This design comes from an exercise in tuning for small area and a short achievable clock period on the open sky130 flow, not from production work.
For this run, only the layout was checked, not whether the RTL still works.
Power figures rest on the tool's default switching activity, not on a simulated workload.

## config.mk

```make
export PLATFORM = sky130hd
export DESIGN_NAME = circle_gen
export DESIGN_NICKNAME = circle_gen
export VERILOG_FILES = /design/flow/design.v
export SDC_FILE = /design/flow/constraint.sdc
export NUM_CORES = 4
export LEC_CHECK = 0
export CAP_MARGIN = 20
export CORE_MARGIN = 2
export CORE_UTILIZATION = 40
export SLEW_MARGIN = 20
```

## constraint.sdc

```tcl
create_clock -name core_clock -period 20.0 [get_ports {clk_d}]
set_input_delay 4.0000 -clock core_clock [delete_from_list [all_inputs] [get_ports {clk_d}]]
set_output_delay 4.0000 -clock core_clock [all_outputs]
set_load 0.01 [all_outputs]
```

## design.v

```verilog
module circle_gen(
  input clk_d,
  input [9:0] pixel_x,
  input [9:0] pixel_y,
  input video_on,
  input [9:0] x,
  input [9:0] y,
  input [5:0] r,
  input [9:0] E1x,
  input [9:0] E1y,
  input [9:0] E2x,
  input [9:0] E2y,
  input [9:0] E3x,
  input [9:0] E3y,
  input [9:0] E4x,
  input [9:0] E4y,
  input [9:0] F1x,
  input [9:0] F1y,
  input gamemenu,
  input gamerun,
  input gamepause,
  output [3:0] red,
  output [3:0] green,
  output [3:0] blue
  );
  wire bx = (pixel_x <= 10'd14) || (pixel_x >= 10'd626 && pixel_x <= 10'd640);
  wire by = (pixel_y <= 10'd14) || (pixel_y >= 10'd466 && pixel_y <= 10'd480);
  wire border = bx | by;
  wire rok = (r == 6'd10) | (r == 6'd12) | (r == 6'd14) | (r == 6'd16) | (r == 6'd18) | (r == 6'd20);
  wire [10:0] ux16 = {1'b0, pixel_x} + 11'd16;
  wire [10:0] uy16 = {1'b0, pixel_y} + 11'd16;
  wire [10:0] ux32 = {1'b0, pixel_x} + 11'd32;
  wire [10:0] uy32 = {1'b0, pixel_y} + 11'd32;
  wire e1, e2, e3, e4, f1, p1;
  circ10 c_e1(.ux(ux16), .uy(uy16), .cx(E1x), .cy(E1y), .o(e1));
  circ10 c_e2(.ux(ux16), .uy(uy16), .cx(E2x), .cy(E2y), .o(e2));
  circ10 c_e3(.ux(ux16), .uy(uy16), .cx(E3x), .cy(E3y), .o(e3));
  circ10 c_e4(.ux(ux16), .uy(uy16), .cx(E4x), .cy(E4y), .o(e4));
  circ10 c_f1(.ux(ux16), .uy(uy16), .cx(F1x), .cy(F1y), .o(f1));
  circp  c_p1(.ux(ux32), .uy(uy32), .cx(x), .cy(y), .k(r[3:1]), .o(p1));
  reg red_q, green_q, blue_q;
  always @(posedge clk_d) begin
    if (border) begin
      red_q <= gamepause;
      green_q <= gamemenu;
      blue_q <= gamerun;
    end else if (rok) begin
      red_q <= video_on & p1;
      green_q <= video_on & (e1 | e2 | e3 | e4);
      blue_q <= video_on & f1;
    end
  end
  assign red = {4{red_q}};
  assign green = {4{green_q}};
  assign blue = {4{blue_q}};
endmodule
module win #(parameter W = 5) (
  input [10:0] u,
  input [9:0] c,
  output [W-1:0] e,
  output ok
  );
  wire [W:0] lo = {1'b0, u[W-1:0]} - {1'b0, c[W-1:0]};
  wire [10-W:0] uh = u[10:W];
  wire [10-W:0] uhm = uh - 1'b1;
  wire [10-W:0] ch = {1'b0, c[9:W]};
  assign e = {~lo[W-1], lo[W-2:0]};
  assign ok = lo[W] ? (uhm == ch) : (uh == ch);
endmodule
module circ10(
  input [10:0] ux,
  input [10:0] uy,
  input [9:0] cx,
  input [9:0] cy,
  output o
  );
  wire [4:0] ex, ey;
  wire okx, oky;
  win #(.W(5)) wx(.u(ux), .c(cx), .e(ex), .ok(okx));
  win #(.W(5)) wy(.u(uy), .c(cy), .e(ey), .ok(oky));
  reg t;
  always @* begin
    case ({ex, ey})
      10'd0, 10'd1, 10'd2, 10'd3, 10'd4, 10'd5, 10'd6, 10'd7, 10'd8, 10'd9, 10'd10, 10'd22,
      10'd23, 10'd24, 10'd25, 10'd26, 10'd27, 10'd28, 10'd29, 10'd30, 10'd31, 10'd32, 10'd33, 10'd34,
      10'd35, 10'd36, 10'd37, 10'd38, 10'd39, 10'd40, 10'd41, 10'd55, 10'd56, 10'd57, 10'd58, 10'd59,
      10'd60, 10'd61, 10'd62, 10'd63, 10'd64, 10'd65, 10'd66, 10'd67, 10'd68, 10'd69, 10'd70, 10'd71,
      10'd72, 10'd73, 10'd87, 10'd88, 10'd89, 10'd90, 10'd91, 10'd92, 10'd93, 10'd94, 10'd95, 10'd96,
      10'd97, 10'd98, 10'd99, 10'd100, 10'd101, 10'd102, 10'd103, 10'd104, 10'd105, 10'd119, 10'd120, 10'd121,
      10'd122, 10'd123, 10'd124, 10'd125, 10'd126, 10'd127, 10'd128, 10'd129, 10'd130, 10'd131, 10'd132, 10'd133,
      10'd134, 10'd135, 10'd136, 10'd137, 10'd151, 10'd152, 10'd153, 10'd154, 10'd155, 10'd156, 10'd157, 10'd158,
      10'd159, 10'd160, 10'd161, 10'd162, 10'd163, 10'd164, 10'd165, 10'd166, 10'd167, 10'd168, 10'd184, 10'd185,
      10'd186, 10'd187, 10'd188, 10'd189, 10'd190, 10'd191, 10'd192, 10'd193, 10'd194, 10'd195, 10'd196, 10'd197,
      10'd198, 10'd199, 10'd200, 10'd216, 10'd217, 10'd218, 10'd219, 10'd220, 10'd221, 10'd222, 10'd223, 10'd224,
      10'd225, 10'd226, 10'd227, 10'd228, 10'd229, 10'd230, 10'd231, 10'd249, 10'd250, 10'd251, 10'd252, 10'd253,
      10'd254, 10'd255, 10'd256, 10'd257, 10'd258, 10'd259, 10'd260, 10'd261, 10'd262, 10'd282, 10'd283, 10'd284,
      10'd285, 10'd286, 10'd287, 10'd288, 10'd289, 10'd290, 10'd291, 10'd292, 10'd316, 10'd317, 10'd318, 10'd319,
      10'd320, 10'd704, 10'd736, 10'd737, 10'd738, 10'd739, 10'd740, 10'd764, 10'd765, 10'd766, 10'd767, 10'd768,
      10'd769, 10'd770, 10'd771, 10'd772, 10'd773, 10'd774, 10'd794, 10'd795, 10'd796, 10'd797, 10'd798, 10'd799,
      10'd800, 10'd801, 10'd802, 10'd803, 10'd804, 10'd805, 10'd806, 10'd807, 10'd825, 10'd826, 10'd827, 10'd828,
      10'd829, 10'd830, 10'd831, 10'd832, 10'd833, 10'd834, 10'd835, 10'd836, 10'd837, 10'd838, 10'd839, 10'd840,
      10'd856, 10'd857, 10'd858, 10'd859, 10'd860, 10'd861, 10'd862, 10'd863, 10'd864, 10'd865, 10'd866, 10'd867,
      10'd868, 10'd869, 10'd870, 10'd871, 10'd872, 10'd888, 10'd889, 10'd890, 10'd891, 10'd892, 10'd893, 10'd894,
      10'd895, 10'd896, 10'd897, 10'd898, 10'd899, 10'd900, 10'd901, 10'd902, 10'd903, 10'd904, 10'd905, 10'd919,
      10'd920, 10'd921, 10'd922, 10'd923, 10'd924, 10'd925, 10'd926, 10'd927, 10'd928, 10'd929, 10'd930, 10'd931,
      10'd932, 10'd933, 10'd934, 10'd935, 10'd936, 10'd937, 10'd951, 10'd952, 10'd953, 10'd954, 10'd955, 10'd956,
      10'd957, 10'd958, 10'd959, 10'd960, 10'd961, 10'd962, 10'd963, 10'd964, 10'd965, 10'd966, 10'd967, 10'd968,
      10'd969, 10'd983, 10'd984, 10'd985, 10'd986, 10'd987, 10'd988, 10'd989, 10'd990, 10'd991, 10'd992, 10'd993,
      10'd994, 10'd995, 10'd996, 10'd997, 10'd998, 10'd999, 10'd1000, 10'd1001, 10'd1015, 10'd1016, 10'd1017, 10'd1018,
      10'd1019, 10'd1020, 10'd1021, 10'd1022, 10'd1023: t = 1'b1;
      default: t = 1'b0;
    endcase
  end
  assign o = okx & oky & t;
endmodule
module circp(
  input [10:0] ux,
  input [10:0] uy,
  input [9:0] cx,
  input [9:0] cy,
  input [2:0] k,
  output o
  );
  wire [5:0] ex, ey;
  wire okx, oky;
  win #(.W(6)) wx(.u(ux), .c(cx), .e(ex), .ok(okx));
  win #(.W(6)) wy(.u(uy), .c(cy), .e(ey), .ok(oky));
  wire [4:0] ax = ex[5] ? -ex[4:0] : ex[4:0];
  wire [4:0] ay = ey[5] ? -ey[4:0] : ey[4:0];
  reg [4:0] lim;
  reg lv;
  always @* begin
    lv = 1'b1;
    lim = 5'd0;
    case (k)
      3'd0:  
        case (ax)
          5'd0: lim = 5'd16;
          5'd1: lim = 5'd15;
          5'd2: lim = 5'd15;
          5'd3: lim = 5'd15;
          5'd4: lim = 5'd15;
          5'd5: lim = 5'd15;
          5'd6: lim = 5'd14;
          5'd7: lim = 5'd14;
          5'd8: lim = 5'd13;
          5'd9: lim = 5'd13;
          5'd10: lim = 5'd12;
          5'd11: lim = 5'd11;
          5'd12: lim = 5'd10;
          5'd13: lim = 5'd9;
          5'd14: lim = 5'd7;
          5'd15: lim = 5'd5;
          5'd16: lim = 5'd0;
          default: lv = 1'b0;
        endcase
      3'd1:  
        case (ax)
          5'd0: lim = 5'd18;
          5'd1: lim = 5'd17;
          5'd2: lim = 5'd17;
          5'd3: lim = 5'd17;
          5'd4: lim = 5'd17;
          5'd5: lim = 5'd17;
          5'd6: lim = 5'd16;
          5'd7: lim = 5'd16;
          5'd8: lim = 5'd16;
          5'd9: lim = 5'd15;
          5'd10: lim = 5'd14;
          5'd11: lim = 5'd14;
          5'd12: lim = 5'd13;
          5'd13: lim = 5'd12;
          5'd14: lim = 5'd11;
          5'd15: lim = 5'd9;
          5'd16: lim = 5'd8;
          5'd17: lim = 5'd5;
          5'd18: lim = 5'd0;
          default: lv = 1'b0;
        endcase
      3'd2:  
        case (ax)
          5'd0: lim = 5'd20;
          5'd1: lim = 5'd19;
          5'd2: lim = 5'd19;
          5'd3: lim = 5'd19;
          5'd4: lim = 5'd19;
          5'd5: lim = 5'd19;
          5'd6: lim = 5'd19;
          5'd7: lim = 5'd18;
          5'd8: lim = 5'd18;
          5'd9: lim = 5'd17;
          5'd10: lim = 5'd17;
          5'd11: lim = 5'd16;
          5'd12: lim = 5'd16;
          5'd13: lim = 5'd15;
          5'd14: lim = 5'd14;
          5'd15: lim = 5'd13;
          5'd16: lim = 5'd12;
          5'd17: lim = 5'd10;
          5'd18: lim = 5'd8;
          5'd19: lim = 5'd6;
          5'd20: lim = 5'd0;
          default: lv = 1'b0;
        endcase
      3'd6:  
        case (ax)
          5'd0: lim = 5'd12;
          5'd1: lim = 5'd11;
          5'd2: lim = 5'd11;
          5'd3: lim = 5'd11;
          5'd4: lim = 5'd11;
          5'd5: lim = 5'd10;
          5'd6: lim = 5'd10;
          5'd7: lim = 5'd9;
          5'd8: lim = 5'd8;
          5'd9: lim = 5'd7;
          5'd10: lim = 5'd6;
          5'd11: lim = 5'd4;
          5'd12: lim = 5'd0;
          default: lv = 1'b0;
        endcase
      3'd7:  
        case (ax)
          5'd0: lim = 5'd14;
          5'd1: lim = 5'd13;
          5'd2: lim = 5'd13;
          5'd3: lim = 5'd13;
          5'd4: lim = 5'd13;
          5'd5: lim = 5'd13;
          5'd6: lim = 5'd12;
          5'd7: lim = 5'd12;
          5'd8: lim = 5'd11;
          5'd9: lim = 5'd10;
          5'd10: lim = 5'd9;
          5'd11: lim = 5'd8;
          5'd12: lim = 5'd7;
          5'd13: lim = 5'd5;
          5'd14: lim = 5'd0;
          default: lv = 1'b0;
        endcase
      default: lv = 1'b0;
    endcase
  end
  assign o = okx & oky & lv & (ay <= lim) & ~(ex[5] & ex[4:0] == 5'd0) & ~(ey[5] & ey[4:0] == 5'd0);
endmodule
```

## run.sh

```bash
#!/bin/bash
# synth_recipe.tcl (not shown) runs the flow's synth.tcl, then flattens the netlist and writes it again
# the make line also repeats each setting of config.mk as NAME=value (left out here)
make -C /OpenROAD-flow-scripts/flow DESIGN_CONFIG=/design/flow/config.mk WORK_HOME=/design/flow/orfs CLKGATE_MAP_FILE= SYNTH_SCRIPT=/design/flow/synth_recipe.tcl finish
```

==> impl_metrics.json <==
{
  "outcome": "no timing/DRC/antenna violations",
  "final.min_clock_period_ns": 10.25,
  "cts-root-buf": "clkbuf_16",
  "drtAntennaViolNets": 0,
  "vias_per_cell": 5.730,
  "hold-path-cell-count": 3,
  "tritoncts": "done",
  "overflow": 0,
  "ioPinCount": 163,
  "post_drt_wl_per_cell_um": 17.59,
  "grt_setup_unrepaired": "no",
  "drt_iter0_drc": 642,
  "initial_utilization_pct": 41.11,
  "worst_ep_required_time_ns": 20.03,
  "synthFlopType": "edfxtp_1",
  "syn_nets": 1350,
  "yosys.area.top_type": "ha_1",
  "netlist_instances": 1094,
  "crit_path_max_fanout": 10,
  "hold_viol": 0,
  "async_reset_ff_share_pct": 0,
  "cts_buffer_depth": 2,
  "finalNetCount": 1468,
  "grt_pass1_vias": 7944,
  "relSlewSlack_pct": 30.44,
  "setup_viol": 0,
  "cap_violations": 0,
  "postLayoutCoreUtil_pct": 50.64,
  "synth_edf_count": 3,
  "dr.pass1.iters": 5,
  "cts_resized": 0,
  "hold_class": "in2reg",
  "syn_to_final_growth_pct": 23.18,
  "dp_hpwl_mm": 21.20,
  "ir_drop_v": 0.00002579,
  "crit_start": "pixel_x[0]",
  "cts-buffers-inserted": 3,
  "num-fill-cells": 1879,
  "seq_area_frac_synth_pct": 1.164,
  "routabilityCongestion": 0.9012,
  "cts_setup_buffers": 0,
  "synth_common_cells": "inv_1 (104), ha_1 (93), xnor2_1 (86)",
  "fmax_ghz": 0.09759,
  "powerDensity_nw_per_um2": 45.64,
  "finalMaxSlewViolations": 0,
  "clk_pin_slew_ns": 0.03,
  "grt_max_degree": 22,
  "die-area_um2": 20480,
  "yosys-top-cells-area": "ha_1 (15%), xnor2_1 (9.7%), xor2_1 (5.9%)",
  "grt_pass1_wl_mm": 40.90,
  "clkSinkCount": 3,
  "avgSynthCellArea_um2": 7.076,
  "core_um2": 18830,
  "arrival_ns": 10.27,
  "worstSetupStartpointType": "primary input",
  "cts_hold_buf": 0,
  "gr-usage-all-layers_pct": 24.86,
  "synth_top_area_share_pct": 15.03,
  "dr_total_vias": 8434,
  "row_count": 50,
  "drive_above_1_share_pct": 3.551,
  "critPathCaptureType": "flip-flop",
  "drc_errors": 0,
  "ys_ff_latch": 3,
  "drt_wl_total_mm": 25.90,
  "p_leak_uw": 0.003875,
  "crit_end": "red_q",
  "antenna_found_initial": 0,
  "worst_pin_slew_ns": 1.040,
  "synth.most_common_cell": "inv_1",
  "port_buffers": 162,
  "yosysUniqueCellTypes": 84,
  "finalSetupTns_ns": 0,
  "finalCritPeriodShare_pct": 51.24,
  "die_y_um": 143.1,
  "syn-cell-area_um2": 7741,
  "cts_htree_levels": 1,
  "yosys_warnings": 3,
  "crit_type": "in2reg",
  "die_w_um": 143.1
}
## worst min path at each step
stage	from	endpoint	slack, ns
after floorplan	gamepause	red_q	4.18
after global placement	gamerun	blue_q	4.76
after detailed placement	gamerun	blue_q	4.76
after CTS	gamepause	red_q	4.53
after global routing	gamerun	blue_q	4.57
final	gamepause	red_q	4.52
## critical path: stages
cell,delay (ns)
clkdlybuf4s50_1,0.42
inv_1,0.44
ha_1,0.28
inv_1,0.06
fa_1,0.58
inv_1,0.07
ha_1,0.31
mux2i_1,0.15
o32ai_1,0.11
a221oi_2,0.54
ha_1,0.49
mux2_2,0.23
o22ai_1,0.07
a32o_1,0.27
a211oi_1,0.22
ha_1,0.27
nor2b_1,0.13
o21a_1,0.16
o21a_1,0.16
o21ai_0,0.14
a22oi_1,0.07
or3_1,0.32
nor4_1,0.27
o2111ai_1,0.14
o41ai_1,0.33
## state kept, by name, summed over array words and instances, names as in the netlist
| signal | cells |
|---|---|
| blue_q | 1 |
| green_q | 1 |
| red_q | 1 |
## cell type report
cell class	count	area (µm²)	share of cell area (%)
Multi-Input combinational cell	933	6989	73.30
Timing Repair Buffer	167	1659	17.40
Inverter	104	390.4	4.094
Tap cell	260	325.3	3.412
Sequential cell	3	90.09	0.9448
Clock buffer	4	78.83	0.8267
Antenna cell	1	2.502	0.02624
## per-stage QoR
step           instances  instance area, µm²  setup WS [ns]  total power [µW]  hold WS (ns)
2_1_floorplan       1094                7741          10.87             294.2         4.180
3_3_place_gp        1467                9454          9.728             397.4         4.763
3_5_place_dp        1467                9454          9.529             397.6         4.760
4_1_cts             1471                9533          9.733             432.0         4.531
5_1_grt             1471                9533          9.377             479.2         4.568
6_report            1472                9535          9.753             435.2         4.524
## kinds of logic (layout without fill, tap and decap cells)
group	after synthesis	after routing	synth area share (%)
xor gates and xnor gates	144	144	17.16
DFF	3	3	1.164
muxes	29	29	3.831
buffers and inverters	158	275	8.550
and+or+nand+nor	336	336	22.97
other	0	1	0
AOI/OAI and AO/OA	316	316	27.80
adders and majority gates	108	108	18.52
## per-layer routing
metal | up-vias | wire [µm] | GRT usage (%)
met5 | - | 0 | 0
met1 | 3846 | 11790 | 33.93
met4 | 0 | 646 | 5.836
li1 | 4236 | - | -
met3 | 41 | 1423 | 2.213
met2 | 311 | 12040 | 42.23
## cells in the final DEF, fill, tap and decap left out, types with 9 or more instances in the layout
master,netlist,layout
o22ai_1,14,14
nand4_1,16,16
nor2_1,65,65
nor3_1,30,30
nor4_1,15,15
nand2b_1,18,18
fa_1,12,12
and3_1,10,10
inv_1,104,104
mux2i_1,24,24
o31ai_1,9,9
or2_2,9,9
nand3_1,31,31
o21ai_0,52,52
nor2b_1,15,15
a21o_1,17,17
xnor2_1,86,86
o211ai_1,16,16
a211oi_1,10,10
clkdlybuf4s50_1,0,162
xor2_1,52,52
nand2_1,74,74
or3_1,9,9
o21a_1,15,15
ha_1,93,93
a21oi_1,72,72
a31oi_1,20,20
## where the power goes
| part | internal, µW | leakage [µW] | switching [µW] |
|---|---|---|---|
| Sequential | 7.65 | 0.0000235 | 0.609 |
| Combinational | 172 | 0.00381 | 223 |
| Clock | 26.4 | 0.0000382 | 5.90 |
| Total | 206 | 0.00387 | 229 |

what the ideal ports hide:
Ports are ideal in the flow. The routed layout listed here was re-timed in OpenROAD.
Step 1 assumes that a clkbuf_16 drives the clock port and a buf_2 every other input.
Step 2 also shifts input and output timing later by t, the mid clock arrival at the registers, as if the neighbouring blocks saw the same clock.
a / b / c = ideal ports / drivers / drivers and shift; a / b = the first two.
shift t [ns]: 0.252
setup WS [ns]: 9.753 / 9.757 / 9.505
worst hold slack (ns): 4.524 / 4.520 / 4.772
worst register clock-pin slew, ns: 0.03 / 0.03
worst slew at a driven data input, ns: 0.08
After both steps setup and hold are still met in this run. For this run, drivers alone change the setup slack by +0.004 ns; drivers and shift together by -0.248 ns.
